This is an optimization exercise on Yosys and OpenROAD, whose aim is small area, a short achievable clock period and few clock cycles per item, not a production implementation.
In this exercise RTL edits were held to simulation tests only and were not proved equivalent to the original.

==> flow/design.v <==
module geofence (clk, reset, X, Y, valid, is_inside);
input clk;
input reset;
input [9:0] X;
input [9:0] Y;
output valid;
output is_inside;
reg  [3:0] cnt;       
reg  [9:0] px, py;
reg  [9:0] dmx, dmy, rmx, rmy, lmx, lmy;    
reg        dsx, dsy, rsx, rsy, lsx, lsy;    
reg        in_flag;
wire [10:0] ex = {1'b0, X} - {1'b0, px};
wire [10:0] ey = {1'b0, Y} - {1'b0, py};
wire        nx = ex[10], ny = ey[10];
wire [9:0]  ox, oy;
assign ox[0] = 1'b0;
assign oy[0] = 1'b0;
genvar j;
generate
    for (j = 1; j < 10; j = j + 1) begin : g_abs
        assign ox[j] = ox[j-1] | ex[j-1];
        assign oy[j] = oy[j-1] | ey[j-1];
    end
endgenerate
wire        zx = ~(ox[9] | ex[9]), zy = ~(oy[9] | ey[9]);    
always @(posedge clk) begin
    dmx <= ex[9:0] ^ ({10{nx}} & ox);
    dmy <= ey[9:0] ^ ({10{ny}} & oy);
    dsx <= nx | (zx & ny);
    dsy <= ny | (zy & ~nx);
end
wire tie = ~dsy;
wire npa, nql;
wire pa = ~npa, ql = ~nql;
cross_pos u_a (.usx(rsx), .umx(rmx), .usy(rsy), .umy(rmy),
               .wsx(dsx), .wmx(dmx), .wsy(dsy), .wmy(dmy), .tie(tie), .npos(npa));
cross_pos u_b (.usx(lsx), .umx(lmx), .usy(lsy), .umy(lmy),
               .wsx(dsx), .wmx(dmx), .wsy(dsy), .wmy(dmy), .tie(tie), .npos(nql));
wire pb = ~ql;        
always @(posedge clk or posedge reset) begin
    if (reset)            cnt <= 4'd0;
    else if (cnt[3])      cnt <= 4'd0;
    else                  cnt <= cnt + 4'd1;
end
wire first = (cnt == 4'd2);
always @(posedge clk) begin
    if (cnt == 4'd0) begin
        px <= X;
        py <= Y;
    end
    if (first || (!pa && pb)) begin
        rmx <= dmx; rsx <= dsx; rmy <= dmy; rsy <= dsy;
    end
    if (first || (pa && !pb)) begin
        lmx <= dmx; lsx <= dsx; lmy <= dmy; lsy <= dsy;
    end
    if (first)                          in_flag <= 1'b0;
    else if (!pa && !pb)               in_flag <= 1'b1;
end
assign valid = cnt[3];
assign is_inside = in_flag;
endmodule
module cross_pos (usx, umx, usy, umy, wsx, wmx, wsy, wmy, tie, npos);
input usx, usy, wsx, wsy, tie;
input [9:0] umx, umy, wmx, wmy;
output npos;            
wire sa = usx ^ wsy;    
wire sb = usy ^ wsx;    
wire t = tie ^ sa;      
wire nsa = ~sa;
wire k1;
wire k2;
wire k3;
wire k4;
wire k5;
wire k6;
wire k7;
wire k8;
wire k9;
wire k10;
wire k11;
wire k12;
wire k13;
wire k14;
wire k15;
wire k16;
wire k17;
wire k18;
wire k19;
wire k20;
wire k21;
wire k22;
wire k23;
wire k24;
wire k25;
wire k26;
wire k27;
wire k28;
wire k29;
wire k30;
wire k31;
wire k32;
wire k33;
wire k34;
wire k35;
wire k36;
wire k37;
wire k38;
wire k39;
wire k40;
wire k41;
wire k42;
wire k43;
wire k44;
wire k45;
wire k46;
wire k47;
wire k48;
wire k49;
wire k50;
wire k51;
wire k52;
wire k53;
wire k54;
wire k55;
wire k56;
wire k57;
wire k58;
wire k59;
wire k60;
wire k61;
wire k62;
wire k63;
wire k64;
wire k65;
wire k66;
wire k67;
wire k68;
wire k69;
wire k70;
wire k71;
wire k72;
wire k73;
wire k74;
wire k75;
wire k76;
wire k77;
wire k78;
wire k79;
wire k80;
wire k81;
wire k82;
wire k83;
wire k84;
wire k85;
wire k86;
wire k87;
wire k88;
wire k89;
wire k90;
wire k91;
wire k92;
wire k93;
wire k94;
wire k95;
wire k96;
wire k97;
wire k98;
wire k99;
wire k100;
wire k101;
wire k102;
wire k103;
wire k104;
wire k105;
wire k106;
wire k107;
wire k108;
wire k109;
wire k110;
wire k111;
wire k112;
wire k113;
wire k114;
wire k115;
wire k116;
wire k117;
wire k118;
wire k119;
wire k120;
wire k121;
wire k122;
wire k123;
wire k124;
wire k125;
wire k126;
wire k127;
wire k128;
wire k129;
wire k130;
wire k131;
wire k132;
wire k133;
wire k134;
wire k135;
wire k136;
wire k137;
wire k138;
wire k139;
wire k140;
wire k141;
wire k142;
wire k143;
wire k144;
wire k145;
wire k146;
wire k147;
wire k148;
wire k149;
wire k150;
wire k151;
wire k152;
wire k153;
wire k154;
wire k155;
wire k156;
wire k157;
wire k158;
wire k159;
wire k160;
wire k161;
wire k162;
wire k163;
wire k164;
wire k165;
wire k166;
wire k167;
wire k168;
wire k169;
wire k170;
wire k171;
wire k172;
wire k173;
wire k174;
wire k175;
wire k176;
wire k177;
wire k178;
wire k179;
wire k180;
wire k181;
wire k182;
wire k183;
wire k184;
wire k185;
wire k186;
wire k187;
wire k188;
wire k189;
wire k190;
wire k191;
wire k192;
wire k193;
wire k194;
wire k195;
wire k196;
wire k197;
wire k198;
wire k199;
wire k200;
wire k201;
wire k202;
wire k203;
wire k204;
wire k205;
wire k206;
wire k207;
wire k208;
wire k209;
wire k210;
wire k211;
wire k212;
wire k213;
wire k214;
wire k215;
wire k216;
wire k217;
wire k218;
wire k219;
wire k220;
wire k221;
wire k222;
wire k223;
wire k224;
wire k225;
wire k226;
wire k227;
wire s228;
wire c229;
wire s230;
wire c231;
wire k232;
wire k233;
wire s234;
wire c235;
wire s236;
wire c237;
wire s238;
wire c239;
wire s240;
wire c241;
wire s242;
wire c243;
wire s244;
wire c245;
wire s246;
wire c247;
wire s248;
wire c249;
wire s250;
wire c251;
wire s252;
wire c253;
wire s254;
wire c255;
wire s256;
wire c257;
wire s258;
wire c259;
wire s260;
wire c261;
wire s262;
wire c263;
wire s264;
wire c265;
wire s266;
wire c267;
wire s268;
wire c269;
wire s270;
wire c271;
wire s272;
wire c273;
wire s274;
wire c275;
wire s276;
wire c277;
wire s278;
wire c279;
wire s280;
wire c281;
wire s282;
wire c283;
wire k284;
wire k285;
wire k286;
wire k287;
wire s288;
wire c289;
wire s290;
wire c291;
wire s292;
wire c293;
wire s294;
wire c295;
wire s296;
wire c297;
wire s298;
wire c299;
wire s300;
wire c301;
wire s302;
wire c303;
wire s304;
wire c305;
wire s306;
wire c307;
wire s308;
wire c309;
wire s310;
wire c311;
wire s312;
wire c313;
wire s314;
wire c315;
wire s316;
wire c317;
wire s318;
wire c319;
wire s320;
wire c321;
wire s322;
wire c323;
wire s324;
wire c325;
wire s326;
wire c327;
wire s328;
wire c329;
wire s330;
wire c331;
wire s332;
wire c333;
wire s334;
wire c335;
wire s336;
wire c337;
wire s338;
wire c339;
wire s340;
wire c341;
wire s342;
wire c343;
wire s344;
wire c345;
wire s346;
wire c347;
wire s348;
wire c349;
wire s350;
wire c351;
wire s352;
wire c353;
wire s354;
wire c355;
wire s356;
wire c357;
wire s358;
wire c359;
wire s360;
wire c361;
wire s362;
wire c363;
wire k364;
wire k365;
wire k366;
wire s367;
wire c368;
wire s369;
wire c370;
wire s371;
wire c372;
wire s373;
wire c374;
wire s375;
wire c376;
wire s377;
wire c378;
wire s379;
wire c380;
wire s381;
wire c382;
wire s383;
wire c384;
wire s385;
wire c386;
wire s387;
wire c388;
wire s389;
wire c390;
wire s391;
wire c392;
wire s393;
wire c394;
wire s395;
wire c396;
wire s397;
wire c398;
wire s399;
wire c400;
wire s401;
wire c402;
wire s403;
wire c404;
wire s405;
wire c406;
wire s407;
wire c408;
wire s409;
wire c410;
wire s411;
wire c412;
wire s413;
wire c414;
wire s415;
wire c416;
wire s417;
wire c418;
wire s419;
wire c420;
wire s421;
wire c422;
wire s423;
wire c424;
wire s425;
wire c426;
wire s427;
wire c428;
wire s429;
wire c430;
wire s431;
wire c432;
wire s433;
wire c434;
wire s435;
wire c436;
wire s437;
wire c438;
wire s439;
wire c440;
wire s441;
wire c442;
wire s443;
wire c444;
wire k445;
wire s446;
wire c447;
wire s448;
wire c449;
wire s450;
wire c451;
wire s452;
wire c453;
wire s454;
wire c455;
wire s456;
wire c457;
wire s458;
wire c459;
wire s460;
wire c461;
wire s462;
wire c463;
wire s464;
wire c465;
wire s466;
wire c467;
wire s468;
wire c469;
wire s470;
wire c471;
wire s472;
wire c473;
wire s474;
wire c475;
wire s476;
wire c477;
wire s478;
wire c479;
wire s480;
wire c481;
wire s482;
wire c483;
wire s484;
wire c485;
wire s486;
wire c487;
wire s488;
wire c489;
wire s490;
wire c491;
wire s492;
wire c493;
wire s494;
wire c495;
wire s496;
wire c497;
wire s498;
wire c499;
wire s500;
wire c501;
wire s502;
wire c503;
wire s504;
wire c505;
wire s506;
wire c507;
wire s508;
wire c509;
wire s510;
wire c511;
wire s512;
wire c513;
wire s514;
wire c515;
wire s516;
wire c517;
wire s518;
wire c519;
wire s520;
wire c521;
wire s522;
wire c523;
wire s524;
wire c525;
wire s526;
wire c527;
wire s528;
wire c529;
wire s530;
wire c531;
wire s532;
wire c533;
wire s534;
wire c535;
wire s536;
wire c537;
wire s538;
wire c539;
wire s540;
wire c541;
wire s542;
wire c543;
wire s544;
wire c545;
wire s546;
wire c547;
wire s548;
wire c549;
wire s550;
wire c551;
wire s552;
wire c553;
wire s554;
wire c555;
wire s556;
wire c557;
wire s558;
wire c559;
wire s560;
wire c561;
wire s562;
wire c563;
wire s564;
wire c565;
wire s566;
wire c567;
wire s568;
wire c569;
wire s570;
wire c571;
wire s572;
wire c573;
wire s574;
wire c575;
wire s576;
wire c577;
wire s578;
wire c579;
wire s580;
wire c581;
wire s582;
wire c583;
wire k584;
wire k585;
wire k586;
wire k587;
wire k588;
wire k589;
wire k590;
wire k591;
wire k592;
wire k593;
wire k594;
wire k595;
wire k596;
wire k597;
wire k598;
wire k599;
wire k600;
wire k601;
wire k602;
wire k603;
wire k604;
wire k605;
wire k606;
wire k607;
wire k608;
wire k609;
wire k610;
wire k611;
wire k612;
wire k613;
wire k614;
wire k615;
wire k616;
wire k617;
wire k618;
wire k619;
wire k620;
wire k621;
wire k622;
wire k623;
wire k624;
wire k625;
wire k626;
wire k627;
wire k628;
wire k629;
wire k630;
wire k631;
wire k632;
wire k633;
wire k634;
wire k635;
wire k636;
wire k637;
wire k638;
wire k639;
wire k640;
wire k641;
wire k642;
wire k643;
wire k644;
wire k645;
wire k646;
wire k647;
wire k648;
wire k649;
wire k650;
wire k651;
wire k652;
wire k653;
wire k654;
wire k655;
wire k656;
wire k657;
wire k658;
wire k659;
inv_cell uk1 (.a(umx[0]), .y(k1));
inv_cell uk2 (.a(umx[1]), .y(k2));
inv_cell uk3 (.a(umx[2]), .y(k3));
inv_cell uk4 (.a(umx[3]), .y(k4));
inv_cell uk5 (.a(umx[4]), .y(k5));
inv_cell uk6 (.a(umx[5]), .y(k6));
inv_cell uk7 (.a(umx[6]), .y(k7));
inv_cell uk8 (.a(umx[7]), .y(k8));
inv_cell uk9 (.a(umx[8]), .y(k9));
inv_cell uk10 (.a(umx[9]), .y(k10));
inv_cell uk11 (.a(wmy[0]), .y(k11));
inv_cell uk12 (.a(wmy[1]), .y(k12));
inv_cell uk13 (.a(wmy[2]), .y(k13));
inv_cell uk14 (.a(wmy[3]), .y(k14));
inv_cell uk15 (.a(wmy[4]), .y(k15));
inv_cell uk16 (.a(wmy[5]), .y(k16));
inv_cell uk17 (.a(wmy[6]), .y(k17));
inv_cell uk18 (.a(wmy[7]), .y(k18));
inv_cell uk19 (.a(wmy[8]), .y(k19));
inv_cell uk20 (.a(wmy[9]), .y(k20));
nor2_cell uk21 (.a(k1), .b(k11), .y(k21));
nand2_cell uk22 (.a(umy[0]), .b(wmx[0]), .y(k22));
nor2_cell uk23 (.a(k1), .b(k12), .y(k23));
nand2_cell uk24 (.a(umy[0]), .b(wmx[1]), .y(k24));
nor2_cell uk25 (.a(k1), .b(k13), .y(k25));
nand2_cell uk26 (.a(umy[0]), .b(wmx[2]), .y(k26));
nor2_cell uk27 (.a(k1), .b(k14), .y(k27));
nand2_cell uk28 (.a(umy[0]), .b(wmx[3]), .y(k28));
nor2_cell uk29 (.a(k1), .b(k15), .y(k29));
nand2_cell uk30 (.a(umy[0]), .b(wmx[4]), .y(k30));
nor2_cell uk31 (.a(k1), .b(k16), .y(k31));
nand2_cell uk32 (.a(umy[0]), .b(wmx[5]), .y(k32));
nor2_cell uk33 (.a(k1), .b(k17), .y(k33));
nand2_cell uk34 (.a(umy[0]), .b(wmx[6]), .y(k34));
nor2_cell uk35 (.a(k1), .b(k18), .y(k35));
nand2_cell uk36 (.a(umy[0]), .b(wmx[7]), .y(k36));
nor2_cell uk37 (.a(k1), .b(k19), .y(k37));
nand2_cell uk38 (.a(umy[0]), .b(wmx[8]), .y(k38));
nor2_cell uk39 (.a(k1), .b(k20), .y(k39));
nand2_cell uk40 (.a(umy[0]), .b(wmx[9]), .y(k40));
nor2_cell uk41 (.a(k2), .b(k11), .y(k41));
nand2_cell uk42 (.a(umy[1]), .b(wmx[0]), .y(k42));
nor2_cell uk43 (.a(k2), .b(k12), .y(k43));
nand2_cell uk44 (.a(umy[1]), .b(wmx[1]), .y(k44));
nor2_cell uk45 (.a(k2), .b(k13), .y(k45));
nand2_cell uk46 (.a(umy[1]), .b(wmx[2]), .y(k46));
nor2_cell uk47 (.a(k2), .b(k14), .y(k47));
nand2_cell uk48 (.a(umy[1]), .b(wmx[3]), .y(k48));
nor2_cell uk49 (.a(k2), .b(k15), .y(k49));
nand2_cell uk50 (.a(umy[1]), .b(wmx[4]), .y(k50));
nor2_cell uk51 (.a(k2), .b(k16), .y(k51));
nand2_cell uk52 (.a(umy[1]), .b(wmx[5]), .y(k52));
nor2_cell uk53 (.a(k2), .b(k17), .y(k53));
nand2_cell uk54 (.a(umy[1]), .b(wmx[6]), .y(k54));
nor2_cell uk55 (.a(k2), .b(k18), .y(k55));
nand2_cell uk56 (.a(umy[1]), .b(wmx[7]), .y(k56));
nor2_cell uk57 (.a(k2), .b(k19), .y(k57));
nand2_cell uk58 (.a(umy[1]), .b(wmx[8]), .y(k58));
nor2_cell uk59 (.a(k2), .b(k20), .y(k59));
nand2_cell uk60 (.a(umy[1]), .b(wmx[9]), .y(k60));
nor2_cell uk61 (.a(k3), .b(k11), .y(k61));
nand2_cell uk62 (.a(umy[2]), .b(wmx[0]), .y(k62));
nor2_cell uk63 (.a(k3), .b(k12), .y(k63));
nand2_cell uk64 (.a(umy[2]), .b(wmx[1]), .y(k64));
nor2_cell uk65 (.a(k3), .b(k13), .y(k65));
nand2_cell uk66 (.a(umy[2]), .b(wmx[2]), .y(k66));
nor2_cell uk67 (.a(k3), .b(k14), .y(k67));
nand2_cell uk68 (.a(umy[2]), .b(wmx[3]), .y(k68));
nor2_cell uk69 (.a(k3), .b(k15), .y(k69));
nand2_cell uk70 (.a(umy[2]), .b(wmx[4]), .y(k70));
nor2_cell uk71 (.a(k3), .b(k16), .y(k71));
nand2_cell uk72 (.a(umy[2]), .b(wmx[5]), .y(k72));
nor2_cell uk73 (.a(k3), .b(k17), .y(k73));
nand2_cell uk74 (.a(umy[2]), .b(wmx[6]), .y(k74));
nor2_cell uk75 (.a(k3), .b(k18), .y(k75));
nand2_cell uk76 (.a(umy[2]), .b(wmx[7]), .y(k76));
nor2_cell uk77 (.a(k3), .b(k19), .y(k77));
nand2_cell uk78 (.a(umy[2]), .b(wmx[8]), .y(k78));
nor2_cell uk79 (.a(k3), .b(k20), .y(k79));
nand2_cell uk80 (.a(umy[2]), .b(wmx[9]), .y(k80));
nor2_cell uk81 (.a(k4), .b(k11), .y(k81));
nand2_cell uk82 (.a(umy[3]), .b(wmx[0]), .y(k82));
nor2_cell uk83 (.a(k4), .b(k12), .y(k83));
nand2_cell uk84 (.a(umy[3]), .b(wmx[1]), .y(k84));
nor2_cell uk85 (.a(k4), .b(k13), .y(k85));
nand2_cell uk86 (.a(umy[3]), .b(wmx[2]), .y(k86));
nor2_cell uk87 (.a(k4), .b(k14), .y(k87));
nand2_cell uk88 (.a(umy[3]), .b(wmx[3]), .y(k88));
nor2_cell uk89 (.a(k4), .b(k15), .y(k89));
nand2_cell uk90 (.a(umy[3]), .b(wmx[4]), .y(k90));
nor2_cell uk91 (.a(k4), .b(k16), .y(k91));
nand2_cell uk92 (.a(umy[3]), .b(wmx[5]), .y(k92));
nor2_cell uk93 (.a(k4), .b(k17), .y(k93));
nand2_cell uk94 (.a(umy[3]), .b(wmx[6]), .y(k94));
nor2_cell uk95 (.a(k4), .b(k18), .y(k95));
nand2_cell uk96 (.a(umy[3]), .b(wmx[7]), .y(k96));
nor2_cell uk97 (.a(k4), .b(k19), .y(k97));
nand2_cell uk98 (.a(umy[3]), .b(wmx[8]), .y(k98));
nor2_cell uk99 (.a(k4), .b(k20), .y(k99));
nand2_cell uk100 (.a(umy[3]), .b(wmx[9]), .y(k100));
nor2_cell uk101 (.a(k5), .b(k11), .y(k101));
nand2_cell uk102 (.a(umy[4]), .b(wmx[0]), .y(k102));
nor2_cell uk103 (.a(k5), .b(k12), .y(k103));
nand2_cell uk104 (.a(umy[4]), .b(wmx[1]), .y(k104));
nor2_cell uk105 (.a(k5), .b(k13), .y(k105));
nand2_cell uk106 (.a(umy[4]), .b(wmx[2]), .y(k106));
nor2_cell uk107 (.a(k5), .b(k14), .y(k107));
nand2_cell uk108 (.a(umy[4]), .b(wmx[3]), .y(k108));
nor2_cell uk109 (.a(k5), .b(k15), .y(k109));
nand2_cell uk110 (.a(umy[4]), .b(wmx[4]), .y(k110));
nor2_cell uk111 (.a(k5), .b(k16), .y(k111));
nand2_cell uk112 (.a(umy[4]), .b(wmx[5]), .y(k112));
nor2_cell uk113 (.a(k5), .b(k17), .y(k113));
nand2_cell uk114 (.a(umy[4]), .b(wmx[6]), .y(k114));
nor2_cell uk115 (.a(k5), .b(k18), .y(k115));
nand2_cell uk116 (.a(umy[4]), .b(wmx[7]), .y(k116));
nor2_cell uk117 (.a(k5), .b(k19), .y(k117));
nand2_cell uk118 (.a(umy[4]), .b(wmx[8]), .y(k118));
nor2_cell uk119 (.a(k5), .b(k20), .y(k119));
nand2_cell uk120 (.a(umy[4]), .b(wmx[9]), .y(k120));
nor2_cell uk121 (.a(k6), .b(k11), .y(k121));
nand2_cell uk122 (.a(umy[5]), .b(wmx[0]), .y(k122));
nor2_cell uk123 (.a(k6), .b(k12), .y(k123));
nand2_cell uk124 (.a(umy[5]), .b(wmx[1]), .y(k124));
nor2_cell uk125 (.a(k6), .b(k13), .y(k125));
nand2_cell uk126 (.a(umy[5]), .b(wmx[2]), .y(k126));
nor2_cell uk127 (.a(k6), .b(k14), .y(k127));
nand2_cell uk128 (.a(umy[5]), .b(wmx[3]), .y(k128));
nor2_cell uk129 (.a(k6), .b(k15), .y(k129));
nand2_cell uk130 (.a(umy[5]), .b(wmx[4]), .y(k130));
nor2_cell uk131 (.a(k6), .b(k16), .y(k131));
nand2_cell uk132 (.a(umy[5]), .b(wmx[5]), .y(k132));
nor2_cell uk133 (.a(k6), .b(k17), .y(k133));
nand2_cell uk134 (.a(umy[5]), .b(wmx[6]), .y(k134));
nor2_cell uk135 (.a(k6), .b(k18), .y(k135));
nand2_cell uk136 (.a(umy[5]), .b(wmx[7]), .y(k136));
nor2_cell uk137 (.a(k6), .b(k19), .y(k137));
nand2_cell uk138 (.a(umy[5]), .b(wmx[8]), .y(k138));
nor2_cell uk139 (.a(k6), .b(k20), .y(k139));
nand2_cell uk140 (.a(umy[5]), .b(wmx[9]), .y(k140));
nor2_cell uk141 (.a(k7), .b(k11), .y(k141));
nand2_cell uk142 (.a(umy[6]), .b(wmx[0]), .y(k142));
nor2_cell uk143 (.a(k7), .b(k12), .y(k143));
nand2_cell uk144 (.a(umy[6]), .b(wmx[1]), .y(k144));
nor2_cell uk145 (.a(k7), .b(k13), .y(k145));
nand2_cell uk146 (.a(umy[6]), .b(wmx[2]), .y(k146));
nor2_cell uk147 (.a(k7), .b(k14), .y(k147));
nand2_cell uk148 (.a(umy[6]), .b(wmx[3]), .y(k148));
nor2_cell uk149 (.a(k7), .b(k15), .y(k149));
nand2_cell uk150 (.a(umy[6]), .b(wmx[4]), .y(k150));
nor2_cell uk151 (.a(k7), .b(k16), .y(k151));
nand2_cell uk152 (.a(umy[6]), .b(wmx[5]), .y(k152));
nor2_cell uk153 (.a(k7), .b(k17), .y(k153));
nand2_cell uk154 (.a(umy[6]), .b(wmx[6]), .y(k154));
nor2_cell uk155 (.a(k7), .b(k18), .y(k155));
nand2_cell uk156 (.a(umy[6]), .b(wmx[7]), .y(k156));
nor2_cell uk157 (.a(k7), .b(k19), .y(k157));
nand2_cell uk158 (.a(umy[6]), .b(wmx[8]), .y(k158));
nor2_cell uk159 (.a(k7), .b(k20), .y(k159));
nand2_cell uk160 (.a(umy[6]), .b(wmx[9]), .y(k160));
nor2_cell uk161 (.a(k8), .b(k11), .y(k161));
nand2_cell uk162 (.a(umy[7]), .b(wmx[0]), .y(k162));
nor2_cell uk163 (.a(k8), .b(k12), .y(k163));
nand2_cell uk164 (.a(umy[7]), .b(wmx[1]), .y(k164));
nor2_cell uk165 (.a(k8), .b(k13), .y(k165));
nand2_cell uk166 (.a(umy[7]), .b(wmx[2]), .y(k166));
nor2_cell uk167 (.a(k8), .b(k14), .y(k167));
nand2_cell uk168 (.a(umy[7]), .b(wmx[3]), .y(k168));
nor2_cell uk169 (.a(k8), .b(k15), .y(k169));
nand2_cell uk170 (.a(umy[7]), .b(wmx[4]), .y(k170));
nor2_cell uk171 (.a(k8), .b(k16), .y(k171));
nand2_cell uk172 (.a(umy[7]), .b(wmx[5]), .y(k172));
nor2_cell uk173 (.a(k8), .b(k17), .y(k173));
nand2_cell uk174 (.a(umy[7]), .b(wmx[6]), .y(k174));
nor2_cell uk175 (.a(k8), .b(k18), .y(k175));
nand2_cell uk176 (.a(umy[7]), .b(wmx[7]), .y(k176));
nor2_cell uk177 (.a(k8), .b(k19), .y(k177));
nand2_cell uk178 (.a(umy[7]), .b(wmx[8]), .y(k178));
nor2_cell uk179 (.a(k8), .b(k20), .y(k179));
nand2_cell uk180 (.a(umy[7]), .b(wmx[9]), .y(k180));
nor2_cell uk181 (.a(k9), .b(k11), .y(k181));
nand2_cell uk182 (.a(umy[8]), .b(wmx[0]), .y(k182));
nor2_cell uk183 (.a(k9), .b(k12), .y(k183));
nand2_cell uk184 (.a(umy[8]), .b(wmx[1]), .y(k184));
nor2_cell uk185 (.a(k9), .b(k13), .y(k185));
nand2_cell uk186 (.a(umy[8]), .b(wmx[2]), .y(k186));
nor2_cell uk187 (.a(k9), .b(k14), .y(k187));
nand2_cell uk188 (.a(umy[8]), .b(wmx[3]), .y(k188));
nor2_cell uk189 (.a(k9), .b(k15), .y(k189));
nand2_cell uk190 (.a(umy[8]), .b(wmx[4]), .y(k190));
nor2_cell uk191 (.a(k9), .b(k16), .y(k191));
nand2_cell uk192 (.a(umy[8]), .b(wmx[5]), .y(k192));
nor2_cell uk193 (.a(k9), .b(k17), .y(k193));
nand2_cell uk194 (.a(umy[8]), .b(wmx[6]), .y(k194));
nor2_cell uk195 (.a(k9), .b(k18), .y(k195));
nand2_cell uk196 (.a(umy[8]), .b(wmx[7]), .y(k196));
nor2_cell uk197 (.a(k9), .b(k19), .y(k197));
nand2_cell uk198 (.a(umy[8]), .b(wmx[8]), .y(k198));
nor2_cell uk199 (.a(k9), .b(k20), .y(k199));
nand2_cell uk200 (.a(umy[8]), .b(wmx[9]), .y(k200));
nor2_cell uk201 (.a(k10), .b(k11), .y(k201));
nand2_cell uk202 (.a(umy[9]), .b(wmx[0]), .y(k202));
nor2_cell uk203 (.a(k10), .b(k12), .y(k203));
nand2_cell uk204 (.a(umy[9]), .b(wmx[1]), .y(k204));
nor2_cell uk205 (.a(k10), .b(k13), .y(k205));
nand2_cell uk206 (.a(umy[9]), .b(wmx[2]), .y(k206));
nor2_cell uk207 (.a(k10), .b(k14), .y(k207));
nand2_cell uk208 (.a(umy[9]), .b(wmx[3]), .y(k208));
nor2_cell uk209 (.a(k10), .b(k15), .y(k209));
nand2_cell uk210 (.a(umy[9]), .b(wmx[4]), .y(k210));
nor2_cell uk211 (.a(k10), .b(k16), .y(k211));
nand2_cell uk212 (.a(umy[9]), .b(wmx[5]), .y(k212));
nor2_cell uk213 (.a(k10), .b(k17), .y(k213));
nand2_cell uk214 (.a(umy[9]), .b(wmx[6]), .y(k214));
nor2_cell uk215 (.a(k10), .b(k18), .y(k215));
nand2_cell uk216 (.a(umy[9]), .b(wmx[7]), .y(k216));
nor2_cell uk217 (.a(k10), .b(k19), .y(k217));
nand2_cell uk218 (.a(umy[9]), .b(wmx[8]), .y(k218));
nor2_cell uk219 (.a(k10), .b(k20), .y(k219));
nand2_cell uk220 (.a(umy[9]), .b(wmx[9]), .y(k220));
xnor2_cell uk221 (.a(k111), .b(k112), .y(k221));
or2_cell uk222 (.a(k111), .b(k112), .y(k222));
inv_cell uk223 (.a(k113), .y(k223));
xnor2_cell uk224 (.a(k105), .b(k106), .y(k224));
or2_cell uk225 (.a(k105), .b(k106), .y(k225));
xnor2_cell uk226 (.a(k107), .b(k108), .y(k226));
or2_cell uk227 (.a(k107), .b(k108), .y(k227));
fa_cell us228 (.a(k125), .b(k126), .c(k143), .s(s228), .co(c229));
assign s230 = k144 ^ k161;
assign c231 = k144 & k161;
xnor2_cell uk232 (.a(k109), .b(k110), .y(k232));
or2_cell uk233 (.a(k109), .b(k110), .y(k233));
fa_cell us234 (.a(k127), .b(k128), .c(k145), .s(s234), .co(c235));
fa_cell us236 (.a(k146), .b(k163), .c(k164), .s(s236), .co(c237));
fa_cell us238 (.a(k181), .b(k182), .c(k37), .s(s238), .co(c239));
assign s240 = k38 ^ k55;
assign c241 = k38 & k55;
fa_cell us242 (.a(k129), .b(k130), .c(k147), .s(s242), .co(c243));
fa_cell us244 (.a(k148), .b(k165), .c(k166), .s(s244), .co(c245));
fa_cell us246 (.a(k183), .b(k184), .c(k201), .s(s246), .co(c247));
fa_cell us248 (.a(k202), .b(k39), .c(k40), .s(s248), .co(c249));
fa_cell us250 (.a(k57), .b(k58), .c(k75), .s(s250), .co(c251));
assign s252 = k76 ^ k93;
assign c253 = k76 & k93;
fa_cell us254 (.a(k114), .b(k131), .c(k132), .s(s254), .co(c255));
fa_cell us256 (.a(k149), .b(k150), .c(k167), .s(s256), .co(c257));
fa_cell us258 (.a(k168), .b(k185), .c(k186), .s(s258), .co(c259));
fa_cell us260 (.a(k203), .b(k204), .c(k59), .s(s260), .co(c261));
fa_cell us262 (.a(k60), .b(k77), .c(k78), .s(s262), .co(c263));
fa_cell us264 (.a(k95), .b(k96), .c(k222), .s(s264), .co(c265));
fa_cell us266 (.a(k115), .b(k116), .c(k133), .s(s266), .co(c267));
fa_cell us268 (.a(k134), .b(k151), .c(k152), .s(s268), .co(c269));
fa_cell us270 (.a(k169), .b(k170), .c(k187), .s(s270), .co(c271));
fa_cell us272 (.a(k188), .b(k205), .c(k206), .s(s272), .co(c273));
fa_cell us274 (.a(k79), .b(k80), .c(k97), .s(s274), .co(c275));
fa_cell us276 (.a(k100), .b(k117), .c(k118), .s(s276), .co(c277));
fa_cell us278 (.a(k135), .b(k136), .c(k153), .s(s278), .co(c279));
fa_cell us280 (.a(k154), .b(k171), .c(k172), .s(s280), .co(c281));
fa_cell us282 (.a(k119), .b(k120), .c(k137), .s(s282), .co(c283));
xnor2_cell uk284 (.a(k101), .b(k102), .y(k284));
or2_cell uk285 (.a(k101), .b(k102), .y(k285));
xnor2_cell uk286 (.a(k103), .b(k104), .y(k286));
or2_cell uk287 (.a(k103), .b(k104), .y(k287));
fa_cell us288 (.a(k121), .b(k122), .c(k31), .s(s288), .co(c289));
assign s290 = k32 ^ k49;
assign c291 = k32 & k49;
fa_cell us292 (.a(k123), .b(k124), .c(k141), .s(s292), .co(c293));
fa_cell us294 (.a(k142), .b(k33), .c(k34), .s(s294), .co(c295));
fa_cell us296 (.a(k51), .b(k52), .c(k69), .s(s296), .co(c297));
assign s298 = k70 ^ k87;
assign c299 = k70 & k87;
fa_cell us300 (.a(k162), .b(k35), .c(k36), .s(s300), .co(c301));
fa_cell us302 (.a(k53), .b(k54), .c(k71), .s(s302), .co(c303));
fa_cell us304 (.a(k72), .b(k89), .c(k90), .s(s304), .co(c305));
fa_cell us306 (.a(k225), .b(k226), .c(s230), .s(s306), .co(c307));
fa_cell us308 (.a(k56), .b(k73), .c(k74), .s(s308), .co(c309));
fa_cell us310 (.a(k91), .b(k92), .c(k227), .s(s310), .co(c311));
fa_cell us312 (.a(c231), .b(k232), .c(s240), .s(s312), .co(c313));
fa_cell us314 (.a(c229), .b(s234), .c(s236), .s(s314), .co(c315));
fa_cell us316 (.a(k94), .b(k233), .c(c241), .s(s316), .co(c317));
fa_cell us318 (.a(k221), .b(s252), .c(c235), .s(s318), .co(c319));
fa_cell us320 (.a(c237), .b(c239), .c(s242), .s(s320), .co(c321));
fa_cell us322 (.a(s244), .b(s246), .c(s248), .s(s322), .co(c323));
fa_cell us324 (.a(c253), .b(k223), .c(c243), .s(s324), .co(c325));
fa_cell us326 (.a(c245), .b(c247), .c(c249), .s(s326), .co(c327));
fa_cell us328 (.a(c251), .b(s254), .c(s256), .s(s328), .co(c329));
fa_cell us330 (.a(s258), .b(s260), .c(s262), .s(s330), .co(c331));
fa_cell us332 (.a(k98), .b(k113), .c(c255), .s(s332), .co(c333));
fa_cell us334 (.a(c257), .b(c259), .c(c261), .s(s334), .co(c335));
fa_cell us336 (.a(c263), .b(s266), .c(s268), .s(s336), .co(c337));
fa_cell us338 (.a(s270), .b(s272), .c(s274), .s(s338), .co(c339));
fa_cell us340 (.a(k189), .b(k190), .c(k207), .s(s340), .co(c341));
fa_cell us342 (.a(k208), .b(k99), .c(c267), .s(s342), .co(c343));
fa_cell us344 (.a(c269), .b(c271), .c(c273), .s(s344), .co(c345));
fa_cell us346 (.a(c275), .b(s276), .c(s278), .s(s346), .co(c347));
fa_cell us348 (.a(k138), .b(k155), .c(k156), .s(s348), .co(c349));
fa_cell us350 (.a(k173), .b(k174), .c(k191), .s(s350), .co(c351));
fa_cell us352 (.a(k192), .b(k209), .c(k210), .s(s352), .co(c353));
fa_cell us354 (.a(c277), .b(c279), .c(c281), .s(s354), .co(c355));
fa_cell us356 (.a(k139), .b(k140), .c(k157), .s(s356), .co(c357));
fa_cell us358 (.a(k158), .b(k175), .c(k176), .s(s358), .co(c359));
fa_cell us360 (.a(k193), .b(k194), .c(k211), .s(s360), .co(c361));
fa_cell us362 (.a(k159), .b(k160), .c(k177), .s(s362), .co(c363));
inv_cell uk364 (.a(k25), .y(k364));
xnor2_cell uk365 (.a(k27), .b(k28), .y(k365));
or2_cell uk366 (.a(k27), .b(k28), .y(k366));
fa_cell us367 (.a(k45), .b(k46), .c(k63), .s(s367), .co(c368));
fa_cell us369 (.a(k29), .b(k30), .c(k47), .s(s369), .co(c370));
fa_cell us371 (.a(k48), .b(k65), .c(k66), .s(s371), .co(c372));
assign s373 = k83 ^ k84;
assign c374 = k83 & k84;
fa_cell us375 (.a(k50), .b(k67), .c(k68), .s(s375), .co(c376));
fa_cell us377 (.a(k85), .b(k86), .c(k285), .s(s377), .co(c378));
fa_cell us379 (.a(k286), .b(s290), .c(s288), .s(s379), .co(c380));
fa_cell us381 (.a(k88), .b(k287), .c(c291), .s(s381), .co(c382));
fa_cell us383 (.a(k224), .b(s298), .c(c289), .s(s383), .co(c384));
fa_cell us385 (.a(s292), .b(s294), .c(s296), .s(s385), .co(c386));
fa_cell us387 (.a(c299), .b(c293), .c(c295), .s(s387), .co(c388));
fa_cell us389 (.a(c297), .b(s228), .c(s300), .s(s389), .co(c390));
fa_cell us391 (.a(s302), .b(s304), .c(s306), .s(s391), .co(c392));
fa_cell us393 (.a(c301), .b(c303), .c(c305), .s(s393), .co(c394));
fa_cell us395 (.a(s238), .b(s308), .c(s310), .s(s395), .co(c396));
fa_cell us397 (.a(c307), .b(s312), .c(s314), .s(s397), .co(c398));
fa_cell us399 (.a(c309), .b(s250), .c(c311), .s(s399), .co(c400));
fa_cell us401 (.a(c313), .b(s316), .c(c315), .s(s401), .co(c402));
fa_cell us403 (.a(s318), .b(s320), .c(s322), .s(s403), .co(c404));
fa_cell us405 (.a(c317), .b(s264), .c(c319), .s(s405), .co(c406));
fa_cell us407 (.a(c321), .b(c323), .c(s324), .s(s407), .co(c408));
fa_cell us409 (.a(s326), .b(s328), .c(s330), .s(s409), .co(c410));
fa_cell us411 (.a(c265), .b(c325), .c(c327), .s(s411), .co(c412));
fa_cell us413 (.a(c329), .b(c331), .c(s332), .s(s413), .co(c414));
fa_cell us415 (.a(s334), .b(s336), .c(s338), .s(s415), .co(c416));
fa_cell us417 (.a(s280), .b(s340), .c(c333), .s(s417), .co(c418));
fa_cell us419 (.a(c335), .b(c337), .c(c339), .s(s419), .co(c420));
fa_cell us421 (.a(s342), .b(s344), .c(s346), .s(s421), .co(c422));
fa_cell us423 (.a(c341), .b(s282), .c(s348), .s(s423), .co(c424));
fa_cell us425 (.a(s350), .b(s352), .c(c343), .s(s425), .co(c426));
fa_cell us427 (.a(c345), .b(c347), .c(s354), .s(s427), .co(c428));
fa_cell us429 (.a(k212), .b(c283), .c(c349), .s(s429), .co(c430));
fa_cell us431 (.a(c351), .b(c353), .c(s356), .s(s431), .co(c432));
fa_cell us433 (.a(s358), .b(s360), .c(c355), .s(s433), .co(c434));
fa_cell us435 (.a(k178), .b(k195), .c(k196), .s(s435), .co(c436));
fa_cell us437 (.a(k213), .b(k214), .c(c357), .s(s437), .co(c438));
fa_cell us439 (.a(c359), .b(c361), .c(s362), .s(s439), .co(c440));
fa_cell us441 (.a(k179), .b(k180), .c(k197), .s(s441), .co(c442));
fa_cell us443 (.a(k198), .b(k215), .c(k216), .s(s443), .co(c444));
inv_cell uk445 (.a(k23), .y(k445));
fa_cell us446 (.a(k26), .b(k43), .c(k44), .s(s446), .co(c447));
assign s448 = k61 ^ k62;
assign c449 = k61 & k62;
fa_cell us450 (.a(k64), .b(k81), .c(k82), .s(s450), .co(c451));
fa_cell us452 (.a(k25), .b(k365), .c(s367), .s(s452), .co(c453));
fa_cell us454 (.a(k366), .b(k284), .c(s373), .s(s454), .co(c455));
fa_cell us456 (.a(c368), .b(s369), .c(s371), .s(s456), .co(c457));
fa_cell us458 (.a(c374), .b(c370), .c(c372), .s(s458), .co(c459));
fa_cell us460 (.a(s375), .b(s377), .c(s379), .s(s460), .co(c461));
fa_cell us462 (.a(c376), .b(c378), .c(s381), .s(s462), .co(c463));
fa_cell us464 (.a(c380), .b(s383), .c(s385), .s(s464), .co(c465));
fa_cell us466 (.a(c382), .b(c384), .c(c386), .s(s466), .co(c467));
fa_cell us468 (.a(s387), .b(s389), .c(s391), .s(s468), .co(c469));
fa_cell us470 (.a(c388), .b(c390), .c(s393), .s(s470), .co(c471));
fa_cell us472 (.a(s395), .b(c392), .c(s397), .s(s472), .co(c473));
fa_cell us474 (.a(c394), .b(c396), .c(s399), .s(s474), .co(c475));
fa_cell us476 (.a(c398), .b(s401), .c(s403), .s(s476), .co(c477));
fa_cell us478 (.a(c400), .b(c402), .c(s405), .s(s478), .co(c479));
fa_cell us480 (.a(c404), .b(s407), .c(s409), .s(s480), .co(c481));
fa_cell us482 (.a(c406), .b(c408), .c(s411), .s(s482), .co(c483));
fa_cell us484 (.a(c410), .b(s413), .c(s415), .s(s484), .co(c485));
fa_cell us486 (.a(c412), .b(c414), .c(s417), .s(s486), .co(c487));
fa_cell us488 (.a(c416), .b(s419), .c(s421), .s(s488), .co(c489));
fa_cell us490 (.a(s423), .b(c418), .c(c420), .s(s490), .co(c491));
fa_cell us492 (.a(s425), .b(c422), .c(s427), .s(s492), .co(c493));
fa_cell us494 (.a(c424), .b(s429), .c(s431), .s(s494), .co(c495));
fa_cell us496 (.a(c426), .b(c428), .c(s433), .s(s496), .co(c497));
fa_cell us498 (.a(s435), .b(c430), .c(c432), .s(s498), .co(c499));
fa_cell us500 (.a(s437), .b(s439), .c(c434), .s(s500), .co(c501));
fa_cell us502 (.a(c363), .b(c436), .c(s441), .s(s502), .co(c503));
fa_cell us504 (.a(s443), .b(c438), .c(c440), .s(s504), .co(c505));
fa_cell us506 (.a(k199), .b(k200), .c(k217), .s(s506), .co(c507));
fa_cell us508 (.a(k218), .b(c442), .c(c444), .s(s508), .co(c509));
assign s510 = k24 ^ k41;
assign c511 = k24 & k41;
fa_cell us512 (.a(k23), .b(k364), .c(s448), .s(s512), .co(c513));
fa_cell us514 (.a(c449), .b(c447), .c(s450), .s(s514), .co(c515));
fa_cell us516 (.a(c451), .b(s454), .c(c453), .s(s516), .co(c517));
fa_cell us518 (.a(c455), .b(c457), .c(s458), .s(s518), .co(c519));
fa_cell us520 (.a(c459), .b(s462), .c(c461), .s(s520), .co(c521));
fa_cell us522 (.a(c463), .b(c465), .c(s466), .s(s522), .co(c523));
fa_cell us524 (.a(c467), .b(s470), .c(c469), .s(s524), .co(c525));
fa_cell us526 (.a(c471), .b(s474), .c(c473), .s(s526), .co(c527));
fa_cell us528 (.a(c475), .b(s478), .c(c477), .s(s528), .co(c529));
fa_cell us530 (.a(c479), .b(s482), .c(c481), .s(s530), .co(c531));
fa_cell us532 (.a(c483), .b(s486), .c(c485), .s(s532), .co(c533));
fa_cell us534 (.a(c487), .b(s490), .c(c489), .s(s534), .co(c535));
fa_cell us536 (.a(s494), .b(c491), .c(c493), .s(s536), .co(c537));
fa_cell us538 (.a(c495), .b(s498), .c(s500), .s(s538), .co(c539));
fa_cell us540 (.a(s502), .b(c499), .c(s504), .s(s540), .co(c541));
fa_cell us542 (.a(s506), .b(c503), .c(s508), .s(s542), .co(c543));
fa_cell us544 (.a(k219), .b(k220), .c(c507), .s(s544), .co(c545));
assign s546 = t ^ k21;
assign c547 = t & k21;
fa_cell us548 (.a(k42), .b(k445), .c(s510), .s(s548), .co(c549));
fa_cell us550 (.a(c511), .b(s446), .c(s512), .s(s550), .co(c551));
fa_cell us552 (.a(c513), .b(s452), .c(s514), .s(s552), .co(c553));
fa_cell us554 (.a(c515), .b(s456), .c(s516), .s(s554), .co(c555));
fa_cell us556 (.a(c517), .b(s518), .c(s460), .s(s556), .co(c557));
fa_cell us558 (.a(c519), .b(s464), .c(s520), .s(s558), .co(c559));
fa_cell us560 (.a(s468), .b(c521), .c(s522), .s(s560), .co(c561));
fa_cell us562 (.a(c523), .b(s472), .c(s524), .s(s562), .co(c563));
fa_cell us564 (.a(s476), .b(c525), .c(s526), .s(s564), .co(c565));
fa_cell us566 (.a(s480), .b(c527), .c(s528), .s(s566), .co(c567));
fa_cell us568 (.a(s484), .b(c529), .c(s530), .s(s568), .co(c569));
fa_cell us570 (.a(s488), .b(c531), .c(s532), .s(s570), .co(c571));
fa_cell us572 (.a(s492), .b(c533), .c(s534), .s(s572), .co(c573));
fa_cell us574 (.a(s496), .b(s536), .c(c535), .s(s574), .co(c575));
fa_cell us576 (.a(c497), .b(s538), .c(c537), .s(s576), .co(c577));
fa_cell us578 (.a(c501), .b(s540), .c(c539), .s(s578), .co(c579));
fa_cell us580 (.a(c505), .b(s542), .c(c541), .s(s580), .co(c581));
fa_cell us582 (.a(c509), .b(s544), .c(c543), .s(s582), .co(c583));
nand2_cell uk584 (.a(s546), .b(k22), .y(k584));
nand2_cell uk585 (.a(c547), .b(s548), .y(k585));
nor2_cell uk586 (.a(c547), .b(s548), .y(k586));
nand2_cell uk587 (.a(c549), .b(s550), .y(k587));
nor2_cell uk588 (.a(c549), .b(s550), .y(k588));
nand2_cell uk589 (.a(c551), .b(s552), .y(k589));
nor2_cell uk590 (.a(c551), .b(s552), .y(k590));
nand2_cell uk591 (.a(c553), .b(s554), .y(k591));
nor2_cell uk592 (.a(c553), .b(s554), .y(k592));
nand2_cell uk593 (.a(c555), .b(s556), .y(k593));
nor2_cell uk594 (.a(c555), .b(s556), .y(k594));
nand2_cell uk595 (.a(c557), .b(s558), .y(k595));
nor2_cell uk596 (.a(c557), .b(s558), .y(k596));
nand2_cell uk597 (.a(c559), .b(s560), .y(k597));
nor2_cell uk598 (.a(c559), .b(s560), .y(k598));
nand2_cell uk599 (.a(c561), .b(s562), .y(k599));
nor2_cell uk600 (.a(c561), .b(s562), .y(k600));
nand2_cell uk601 (.a(c563), .b(s564), .y(k601));
nor2_cell uk602 (.a(c563), .b(s564), .y(k602));
nand2_cell uk603 (.a(c565), .b(s566), .y(k603));
nor2_cell uk604 (.a(c565), .b(s566), .y(k604));
nand2_cell uk605 (.a(c567), .b(s568), .y(k605));
nor2_cell uk606 (.a(c567), .b(s568), .y(k606));
nand2_cell uk607 (.a(c569), .b(s570), .y(k607));
nor2_cell uk608 (.a(c569), .b(s570), .y(k608));
nand2_cell uk609 (.a(c571), .b(s572), .y(k609));
nor2_cell uk610 (.a(c571), .b(s572), .y(k610));
nand2_cell uk611 (.a(c573), .b(s574), .y(k611));
nor2_cell uk612 (.a(c573), .b(s574), .y(k612));
nand2_cell uk613 (.a(c575), .b(s576), .y(k613));
nor2_cell uk614 (.a(c575), .b(s576), .y(k614));
nand2_cell uk615 (.a(c577), .b(s578), .y(k615));
nor2_cell uk616 (.a(c577), .b(s578), .y(k616));
nand2_cell uk617 (.a(c579), .b(s580), .y(k617));
nor2_cell uk618 (.a(c579), .b(s580), .y(k618));
nand2_cell uk619 (.a(c581), .b(s582), .y(k619));
nor2_cell uk620 (.a(c581), .b(s582), .y(k620));
nand2_cell uk621 (.a(c583), .b(c545), .y(k621));
nor2_cell uk622 (.a(c583), .b(c545), .y(k622));
oai21_cell uk623 (.a1(k622), .a2(k619), .b1(k621), .y(k623));
nor2_cell uk624 (.a(k622), .b(k620), .y(k624));
oai21_cell uk625 (.a1(k618), .a2(k615), .b1(k617), .y(k625));
nor2_cell uk626 (.a(k618), .b(k616), .y(k626));
oai21_cell uk627 (.a1(k614), .a2(k611), .b1(k613), .y(k627));
nor2_cell uk628 (.a(k614), .b(k612), .y(k628));
oai21_cell uk629 (.a1(k610), .a2(k607), .b1(k609), .y(k629));
nor2_cell uk630 (.a(k610), .b(k608), .y(k630));
oai21_cell uk631 (.a1(k606), .a2(k603), .b1(k605), .y(k631));
nor2_cell uk632 (.a(k606), .b(k604), .y(k632));
oai21_cell uk633 (.a1(k602), .a2(k599), .b1(k601), .y(k633));
nor2_cell uk634 (.a(k602), .b(k600), .y(k634));
oai21_cell uk635 (.a1(k598), .a2(k595), .b1(k597), .y(k635));
nor2_cell uk636 (.a(k598), .b(k596), .y(k636));
oai21_cell uk637 (.a1(k594), .a2(k591), .b1(k593), .y(k637));
nor2_cell uk638 (.a(k594), .b(k592), .y(k638));
oai21_cell uk639 (.a1(k590), .a2(k587), .b1(k589), .y(k639));
nor2_cell uk640 (.a(k590), .b(k588), .y(k640));
oai21_cell uk641 (.a1(k586), .a2(k584), .b1(k585), .y(k641));
aoi21_cell uk642 (.a1(k624), .a2(k625), .b1(k623), .y(k642));
nand2_cell uk643 (.a(k624), .b(k626), .y(k643));
aoi21_cell uk644 (.a1(k628), .a2(k629), .b1(k627), .y(k644));
nand2_cell uk645 (.a(k628), .b(k630), .y(k645));
aoi21_cell uk646 (.a1(k632), .a2(k633), .b1(k631), .y(k646));
nand2_cell uk647 (.a(k632), .b(k634), .y(k647));
aoi21_cell uk648 (.a1(k636), .a2(k637), .b1(k635), .y(k648));
nand2_cell uk649 (.a(k636), .b(k638), .y(k649));
aoi21_cell uk650 (.a1(k640), .a2(k641), .b1(k639), .y(k650));
oai21_cell uk651 (.a1(k643), .a2(k644), .b1(k642), .y(k651));
nor2_cell uk652 (.a(k643), .b(k645), .y(k652));
oai21_cell uk653 (.a1(k647), .a2(k648), .b1(k646), .y(k653));
nor2_cell uk654 (.a(k647), .b(k649), .y(k654));
inv_cell uk655 (.a(k650), .y(k655));
aoi21_cell uk656 (.a1(k652), .a2(k653), .b1(k651), .y(k656));
nand2_cell uk657 (.a(k652), .b(k654), .y(k657));
inv_cell uk658 (.a(k655), .y(k658));
oai21_cell uk659 (.a1(k657), .a2(k658), .b1(k656), .y(k659));
mux2i_cell u_sel (.s(k659), .a1(nsa), .a0(sb), .y(npos));
endmodule
module xnor2_cell (a, b, y);
input a, b;
output y;
assign y = ~(a ^ b);
endmodule
module or2_cell (a, b, y);
input a, b;
output y;
assign y = a | b;
endmodule
module nand2_cell (a, b, y);
input a, b;
output y;
assign y = ~(a & b);
endmodule
module nor2_cell (a, b, y);
input a, b;
output y;
assign y = ~(a | b);
endmodule
module inv_cell (a, y);
input a;
output y;
assign y = ~a;
endmodule
module aoi21_cell (a1, a2, b1, y);
input a1, a2, b1;
output y;
assign y = ~((a1 & a2) | b1);
endmodule
module oai21_cell (a1, a2, b1, y);
input a1, a2, b1;
output y;
assign y = ~((a1 | a2) & b1);
endmodule
module mux2i_cell (s, a1, a0, y);
input s, a1, a0;
output y;
assign y = ~(s ? a1 : a0);
endmodule
module fa_cell (a, b, c, s, co);
input a, b, c;
output s, co;
assign s = a ^ b ^ c;
assign co = (a & b) | (a & c) | (b & c);
endmodule
==> flow/flow/run.sh <==
#!/bin/bash
set -euo pipefail
bash standard.sh SETUP_SLACK_MARGIN=6.5 finish > standard.log 2>&1
==> flow/standard.sh <==
#!/bin/bash
# synth_recipe.tcl (not shown) runs the flow's synth.tcl, then flattens the netlist and writes it again
# the make line also repeats each setting of config.mk as NAME=value (left out here)
make -C /OpenROAD-flow-scripts/flow DESIGN_CONFIG=/design/flow/config.mk WORK_HOME=/design/flow/orfs CLKGATE_MAP_FILE= SYNTH_SCRIPT=/design/flow/synth_recipe.tcl "${@:-finish}"
==> flow/config.mk <==
export PLATFORM = sky130hd
export DESIGN_NAME = geofence
export DESIGN_NICKNAME = geofence
export VERILOG_FILES = /design/flow/design.v
export SDC_FILE = /design/flow/constraint.sdc
export NUM_CORES = 4
export LEC_CHECK = 0
export ABC_CLOCK_PERIOD_IN_PS = 4000
export CAP_MARGIN = 20
export CORE_MARGIN = 2
export CORE_UTILIZATION = 40
export SLEW_MARGIN = 20
export SYNTH_HIERARCHICAL = 1
==> flow/constraint.sdc <==
create_clock -name core_clock -period 12.0 [get_ports {clk}]
set_input_delay 2.4000 -clock core_clock [delete_from_list [all_inputs] [get_ports {clk}]]
set_output_delay 2.4000 -clock core_clock [all_outputs]
set_load 0.01 [all_outputs]
==> qor.csv, run 1 <==
stage,metric,value,unit
status,status,timing/DRC/antenna clean,
setup_path,worstPathCellList,clkinvlp_4 -> buf_4 -> nor2_2 -> fa_1 -> fa_1 -> fa_2 -> fa_1 -> fa_1 -> fa_1 -> nor2_2 -> o21ai_1 -> a21oi_2 -> o21ai_1 -> a21oi_2 -> o21ai_4 -> mux2i_4 -> buf_4 -> o21bai_4,
timing,setup_viol,0,
finish,final_cell_mix,"305 x fa_1, 267 x nand2_1, 235 x nor2_1, 127 x buf_4, 64 x edfxtp_1",
min_path,hold_path_class,flop to flop,
global_route,first_global_vias,10622,
logic_synthesis,synth_edf_count,64,
die,core,33300,sq um
setup_path,cp_slowest_cell,fa_1,
die,io_pins,24,
global_route,grt_max_degree,23,
logic_synthesis,yosysWarnings,7,
min_path,worstHoldEndpoint,cnt[0],
logic_synthesis,synth_area,13500,sq um
logic_synthesis,ys.flop_type,edfxtp_1,
setup_path,rr_worst_depth,18,
placement,dp.cells,1758,
setup_path,max_stage_delay,570,ps
timing,hold_viol,0,
placement,gp_congestion,0.867,
logic_synthesis,asyncSetResetFlopFracSynth,0.0440,
setup_path,end_kind,flop,
timing,finalCritPeriodShare,0.450,
timing,final_max_slew_viol_count,0,
routing,drtIter0Drc,743,
timing,rsz0062_at_grt,yes,
routing,routedWlPerCell,18.7,um
die,rows,67,
setup_path,reg2reg_from,dmy[8],
global_route,grt-ovfl-total,0,
setup_path,path_buf_inv,3,
setup_path,cp_max_fo,6,
clock_tree,cts_root_buf,clkbuf_16,
setup_path,crit_family,adder cells,
routing,vias,10066,
setup_path,timing.rr.end,lmx[5],
timing,finalCriticalPeriod,5390,ps
die,die_width,187,um
run,maxCapViolations,0,
clock_tree,numCtsBuffers,9,
clock_tree,cts.sinks,91,
logic_synthesis,ys_ff_latch,91,
finish,final_nets,1857,
logic_synthesis,synth_area_per_cell,10.5,sq um
routing,drc,0,
timing,relSlewSlack,0.493,
logic_synthesis,synthCells,1283,
finish,syn_to_final_growth,21.4,%
finish,num-fill-cells,2973,
clock_tree,clock_latency,330,ps
die,initial_core_util,0.404,
routing,dr.pass1.iters,5,
placement,hpwl,25.4,mm
timing,tightestPinTransition,757,ps
setup_path,crit_top_cell,fa_1,
routing,drt-total-wl,35.8,mm
setup_path,cp.required,12020,ps
finish,final_cells,1917,
logic_synthesis,syn-num-nets,1676,
clock_tree,clockBufferDepth,2,
setup_path,worst_ep_arrival_time,5420,ps
die,die-area,35100,sq um
logic_synthesis,ys_types,57,
timing,fin_tns_setup,0,ps
min_path,holdCritStartpoint,cnt[0],
finish,final_util,0.491,
global_route,antenna_found_initial,0,
global_route,grt_usage,0.202,
timing,whs,460,ps
clock_tree,htreeDepth,3,
clock_tree,clkSlewWorstSetupHoldPaths,70,ps
setup_path,rrSetupSlack,6610,ps
timing,fmax,185,MHz
timing,finClkSkew,7.33,ps
routing,ant_nets,0,
die,die_h,187,um
min_path,whs_path_depth,1,
routing,avgViaCountPerCell,5.25,
setup_path,worst-setup-path-type,flop to flop,
global_route,grt_pass1_wl,55.6,mm
finish,antenna_cells,0,
finish,final_common_cell,fa_1,
clock_tree,cts_tree,yes,
finish,drive_above_1_share,0.222,
logic_synthesis,seq_area_frac_synth,0.185,
placement,io_buffers,23,
setup_path,cp-start-kind,flop,
-- cells in the mapped netlist, types with 5 or more instances --
| cell | instances | share of area |
|---|---|---|
| a21oi_1 | 15 | 0.0056 |
| a21oi_2 | 12 | 0.0078 |
| dfxtp_1 | 23 | 0.034 |
| edfxtp_1 | 64 | 0.14 |
| fa_1 | 330 | 0.49 |
| ha_1 | 41 | 0.038 |
| inv_1 | 80 | 0.022 |
| nand2_1 | 271 | 0.076 |
| nor2_1 | 278 | 0.078 |
| nor2b_1 | 5 | 0.0023 |
| nor3_1 | 5 | 0.0019 |
| o21ai_1 | 28 | 0.010 |
| or2_1 | 16 | 0.0074 |
| xnor2_1 | 36 | 0.023 |
| xor2_1 | 9 | 0.0059 |
-- repair_timing --
action / CTS / global route
pin swaps: 1 / 35
setup buffers: 27 / 111
setup endpoints to repair: 45 / 45
hold buffers: 0 / 0
gates resized for setup: 42 / 142
gates cloned: 2 / 3
-- worst max path at each step --
stage               startpoint  endpoint  cells past startpoint
global placement        dmx[4]    lmy[6]                     15
global route            lmx[5]   in_flag                     19
floorplan               dmx[9]    rmx[0]                     15
finish                  dmy[8]    lmx[5]                     18
CTS                     lmx[2]    lmy[0]                     17
detailed placement      dmx[4]       lsy                     15
-- modules after synthesis, one instance, submodules excluded --
module,cells,times used,area [sq um],flops+latches
aoi21_cell,1,12,8.76,0
nand2_cell,1,250,3.75,0
nor2_cell,1,260,3.75,0
xnor2_cell,1,14,8.76,0
oai21_cell,1,26,5.00,0
inv_cell,1,50,3.75,0
mux2i_cell,1,2,10.0,0
fa_cell,1,328,20.0,0
or2_cell,1,14,6.26,0
geofence,303,1,4010,91
cross_pos,12,2,154,0
-- registers in the layout, indices dropped and copies added (netlist names), 4 cells and up --
signal  count
dmx        10
dmy        10
lmx        10
lmy        10
px         10
py         10
rmx        10
rmy        10
cnt         4
-- cells by family after synthesis --
logic type	Yosys count	share of synthesized area
AOI/OAI and AO/OA	94	0.0495
adders and majority gates	371	0.529
DFF	91	0.185
buffers and inverters	81	0.0227
muxes	4	0.00391
and+or+nand+nor	593	0.174
xor gates and xnor gates	49	0.0361
-- cell type report --
class | instances | area [sq um] | area share
timing repair buffer | 166 | 1410 | 0.0865
timing repair inverter | 2 | 15.0 | 0.000919
sequential | 91 | 2540 | 0.156
multi-input combinational | 1114 | 11100 | 0.677
clock inverter | 6 | 73.8 | 0.00452
inverter | 80 | 443 | 0.0271
clock buffer | 10 | 229 | 0.0140
tap | 448 | 561 | 0.0343
-- worst reg2reg max path: stages, from the launching register on --
cell,delay (ps)
dfxtp_4,390
clkinvlp_4,200
buf_4,190
nor2_2,130
fa_1,470
fa_1,570
fa_2,450
fa_1,380
fa_1,500
fa_1,460
nor2_2,150
o21ai_1,90
a21oi_2,110
o21ai_1,80
a21oi_2,150
o21ai_4,100
mux2i_4,230
buf_4,190
o21bai_4,240
-- routing by layer --
layer | vias to the layer above | routed length, um | track usage
met5 | - | 0 | 0
met4 | 0 | 918 | 0.0594
met3 | 77 | 2440 | 0.0270
met2 | 475 | 17900 | 0.348
met1 | 5083 | 14500 | 0.269
li1 | 4431 | - | -
-- through the flow --
stage,worst slack [ps],area (sq um)
detailed placement,5430,14300
global placement,5570,14300
global route,6410,16300
floorplan,6580,13500
CTS,6500,15000
finish,6610,16300
Testbench counts, summed over its fixed seeds: cycles 10,800, objects 1,200.
==> run 2, diff against run 1 <==
==> flow/flow/run.sh (replaced) <==
#!/bin/bash
set -euo pipefail
bash standard.sh SETUP_SLACK_MARGIN=6.25 finish > standard.log 2>&1
--- a/flow/config.mk
+++ b/flow/config.mk
@@ -9,5 +9,5 @@
 export CAP_MARGIN = 20
 export CORE_MARGIN = 2
-export CORE_UTILIZATION = 40
+export CORE_UTILIZATION = 30
 export SLEW_MARGIN = 20
 export SYNTH_HIERARCHICAL = 1
==> qor.csv, run 2 <==
stage,metric,value,unit,change
status,status,timing/DRC/antenna clean,,unchanged
logic_synthesis,synth.most_common_cell,fa_1,,unchanged
global_route,first_global_vias,10527,,was 10.6k
setup_path,worst-setup-path-type,flop to flop,,unchanged
logic_synthesis,yosysWarnings,7,,unchanged
finish,num-fill-cells,4351,,was 2973
finish,drive_above_1_share,0.141,,was 0.222
logic_synthesis,asyncSetResetFlopFracSynth,0.0440,,unchanged
placement,gp_congestion,0.835,,was 0.867
global_route,grt-ovfl-total,0,,unchanged
run,maxCapViolations,0,,unchanged
timing,tightestPinTransition,662,ps,was 757 ps
finish,syn_to_final_growth,17.4,%,was 21.4%
die,io_pins,24,,unchanged
routing,dr.pass1.iters,5,,unchanged
die,rows,77,,was 67
clock_tree,clockBufferDepth,2,,unchanged
setup_path,max_stage_delay,570,ps,about the same
setup_path,end_kind,flop,,unchanged
setup_path,worstPathCellList,buf_4 -> nand2_1 -> fa_1 -> fa_1 -> fa_1 -> fa_1 -> fa_1 -> fa_1 -> nor2_1 -> nor2_1 -> nand2_1 -> nor2_1 -> nand2_1 -> o21ai_4 -> mux2i_4 -> a21o_4,,was clkinvlp_4 -> buf_4 -> nor2_2 -> fa_1 -> fa_1 -> fa_2 -> fa_1 -> fa_1 -> fa_1 -> nor2_2 -> o21ai_1 -> a21oi_2 -> o21ai_1 -> a21oi_2 -> o21ai_4 -> mux2i_4 -> buf_4 -> o21bai_4
global_route,grt_pass1_wl,55.6,mm,about the same
clock_tree,clock_latency,340,ps,was 330 ps
finish,final_nets,1810,,was 1857
logic_synthesis,synth_area_per_cell,10.5,sq um,unchanged
routing,ant_nets,0,,unchanged
finish,final_cell_mix,"330 x fa_1, 273 x nor2_1, 271 x nand2_1, 94 x buf_4, 64 x edfxtp_1",,"was 305 x fa_1, 267 x nand2_1, 235 x nor2_1, 127 x buf_4, 64 x edfxtp_1"
finish,final_cells,2014,,was 1917
logic_synthesis,ys_types,57,,unchanged
logic_synthesis,synth_edf_count,64,,unchanged
routing,avgViaCountPerCell,4.86,,was 5.25
timing,setup_viol,0,,unchanged
logic_synthesis,ys_ff_latch,91,,unchanged
global_route,grt_usage,0.151,,was 0.202
timing,finClkSkew,9.71,ps,was 7.33 ps
routing,drc,0,,unchanged
logic_synthesis,synthTopCellsByCount,"330 x fa_1, 278 x nor2_1, 271 x nand2_1, 80 x inv_1, 64 x edfxtp_1",,unchanged
timing,fin_tns_setup,0,ps,unchanged
finish,antenna_cells,0,,unchanged
setup_path,crit_family,adder cells,,unchanged
placement,dp.cells,1902,,was 1758
setup_path,cp_max_fo,12,,was 6
placement,io_buffers,23,,unchanged
die,initial_core_util,0.304,,was 0.404
clock_tree,htreeDepth,3,,unchanged
clock_tree,clkSlewWorstSetupHoldPaths,70,ps,about the same
logic_synthesis,synth_top_cell_area_share,0.491,,unchanged
logic_synthesis,synthCells,1283,,unchanged
die,die_width,216,um,was 187 um
timing,final_max_slew_viol_count,0,,unchanged
die,core,44200,sq um,was 33300 sq um
logic_synthesis,syn-num-nets,1676,,unchanged
setup_path,worst_ep_arrival_time,5660,ps,was 5420 ps
clock_tree,numCtsBuffers,9,,unchanged
clock_tree,cts.sinks,91,,unchanged
timing,rsz0062_at_grt,yes,,unchanged
timing,relSlewSlack,0.557,,was 0.493
routing,routedWlPerCell,17.1,um,was 18.7 um
finish,regArea,2520,sq um,was 2540 sq um
min_path,hold_path_class,flop to flop,,unchanged
routing,drtIter0Drc,739,,was 743
global_route,grt_max_degree,23,,unchanged
logic_synthesis,seq_area_frac_synth,0.185,,unchanged
timing,fmax,178,MHz,was 185 MHz
setup_path,path_buf_inv,1,,was 3
timing,finalCriticalPeriod,5620,ps,was 5390 ps
placement,place_ws,5380,ps,was 5430 ps
setup_path,cp.required,12040,ps,was 12020 ps
clock_tree,cts_tree,yes,,unchanged
placement,hpwl,25.9,mm,was 25.4 mm
finish,final_util,0.357,,was 0.491
logic_synthesis,synth_area_leaders,"fa_1 49%, edfxtp_1 14%, nor2_1 7.8%",,unchanged
timing,setup_ws,6380,ps,was 6610 ps
setup_path,crit_top_cell,fa_1,,unchanged
logic_synthesis,synth_area,13500,sq um,unchanged
logic_synthesis,synth_largest_area_cell,fa_1,,unchanged
logic_synthesis,ys.flop_type,edfxtp_1,,unchanged
clock_tree,cts_root_buf,clkbuf_16,,unchanged
finish,multiInputGateArea,10800,sq um,was 11100 sq um
setup_path,cp_slowest_cell,fa_1,,unchanged
setup_path,rrSetupSlack,6380,ps,was 6610 ps
die,die_h,216,um,was 187 um
timing,hold_viol,0,,unchanged
global_route,antenna_found_initial,0,,unchanged
routing,drt-total-wl,34.5,mm,was 35.8 mm
routing,vias,9797,,was 10.1k
die,die-area,46500,sq um,was 35100 sq um
setup_path,cp-start-kind,flop,,unchanged
finish,final_common_cell,fa_1,,unchanged
timing,finalCritPeriodShare,0.468,,was 0.450
==> run 2: final timing paths <==
path,from,to,depth (start not counted)
worst min register to register,cnt[0],cnt[0],1
min in group asynchronous,reset,cnt[0],2
max in group asynchronous,reset,cnt[3],2
worst max-delay path,dmx[8],rmx[9],16
worst max register to register,dmx[8],rmx[9],16
worst min-delay path,cnt[0],cnt[0],1
==> run 2: layout make-up <==
cell class                 instances  area share
multi-input combinational       1113       0.683
sequential                        91       0.160
timing repair buffer             122      0.0641
tap                              592      0.0469
inverter                          80      0.0257
clock buffer                       9      0.0143
clock inverter                     7     0.00602
==> run 2: Yosys stat by module (local to each module, per instance) <==
| module | times used | flops+latches | cell area (sq um) | cells inside |
|---|---|---|---|---|
| geofence | 1 | 91 | 4010 | 303 |
| xnor2_cell | 14 | 0 | 8.76 | 1 |
| fa_cell | 328 | 0 | 20.0 | 1 |
| nor2_cell | 260 | 0 | 3.75 | 1 |
| oai21_cell | 26 | 0 | 5.00 | 1 |
| aoi21_cell | 12 | 0 | 8.76 | 1 |
| or2_cell | 14 | 0 | 6.26 | 1 |
| mux2i_cell | 2 | 0 | 10.0 | 1 |
| nand2_cell | 250 | 0 | 3.75 | 1 |
| cross_pos | 2 | 0 | 154 | 12 |
| inv_cell | 50 | 0 | 3.75 | 1 |
==> run 2: worst register-to-register path, cell delays in order, from the launching register on <==
cell	delay, ps
dfxtp_2	520
buf_4	280
nand2_1	100
fa_1	470
fa_1	570
fa_1	450
fa_1	390
fa_1	450
fa_1	530
nor2_1	70
nor2_1	160
nand2_1	90
nor2_1	210
nand2_1	130
o21ai_4	220
mux2i_4	410
a21o_4	260
==> run 2: per-stage QoR <==
step | hold WS [ps] | cell area [sq um]
floorplan | 432 | 13500
global placement | 450 | 14500
detailed placement | 458 | 14500
CTS | 467 | 14900
global route | 515 | 15800
finish | 462 | 15800
==> run 2: logic make-up (layout without fill, tap and decap cells) <==
kind of cell             after synthesis  after routing  share of synthesized area
AND/OR/NAND/NOR                      593            593                      0.174
adder cells (fa/ha/maj)              371            371                      0.529
AO/OA/AOI/OAI                         94             96                     0.0495
flip-flops                            91             91                      0.185
buffers and inverters                 81            218                     0.0227
XOR/XNOR                              49             49                     0.0361
multiplexers                           4              4                    0.00391
==> run 2: layer usage <==
metal	wire, um	share of wire	track usage	vias up
li1	-	-	-	4325
met1	14300	0.42	0.204	5040
met2	16900	0.49	0.254	376
met3	2430	0.071	0.0242	56
met4	779	0.023	0.0402	0
met5	0	0	0	-
==> run 2: timing repair <==
action,CTS,global route
gates resized for setup,23,49
pin swaps,2,1
gates cloned,2,0
hold buffers,0,0
setup endpoints to repair,45,45
setup buffers,5,89

[afterwards: timing with drivers on the ports]
The flow's constraints put no driver on any port. The routed layouts listed below were extracted and timed again, unchanged, in two steps.
Step 1 sets driving cells, clkbuf_16 on the clock port and buf_2 on the other inputs (assumed; they add their load-dependent delay and slew).
Step 2, shift: input delay + t, output delay - t, t = (earliest + latest rising clock arrival at the registers) / 2. This alone moves slack from input paths to output paths.
Slacks: no drivers / after step 1 / after step 2; pairs: no drivers / after step 1.
run | t, ns | slack for setup (ns) | worst slew at a driven data input, ns
run 1 | 0.369 | 6.605 / 6.605 / 6.605 | 0.05
run 2 | 0.379 | 6.380 / 6.380 / 6.380 | 0.04
After both steps every run listed still meets setup and hold.
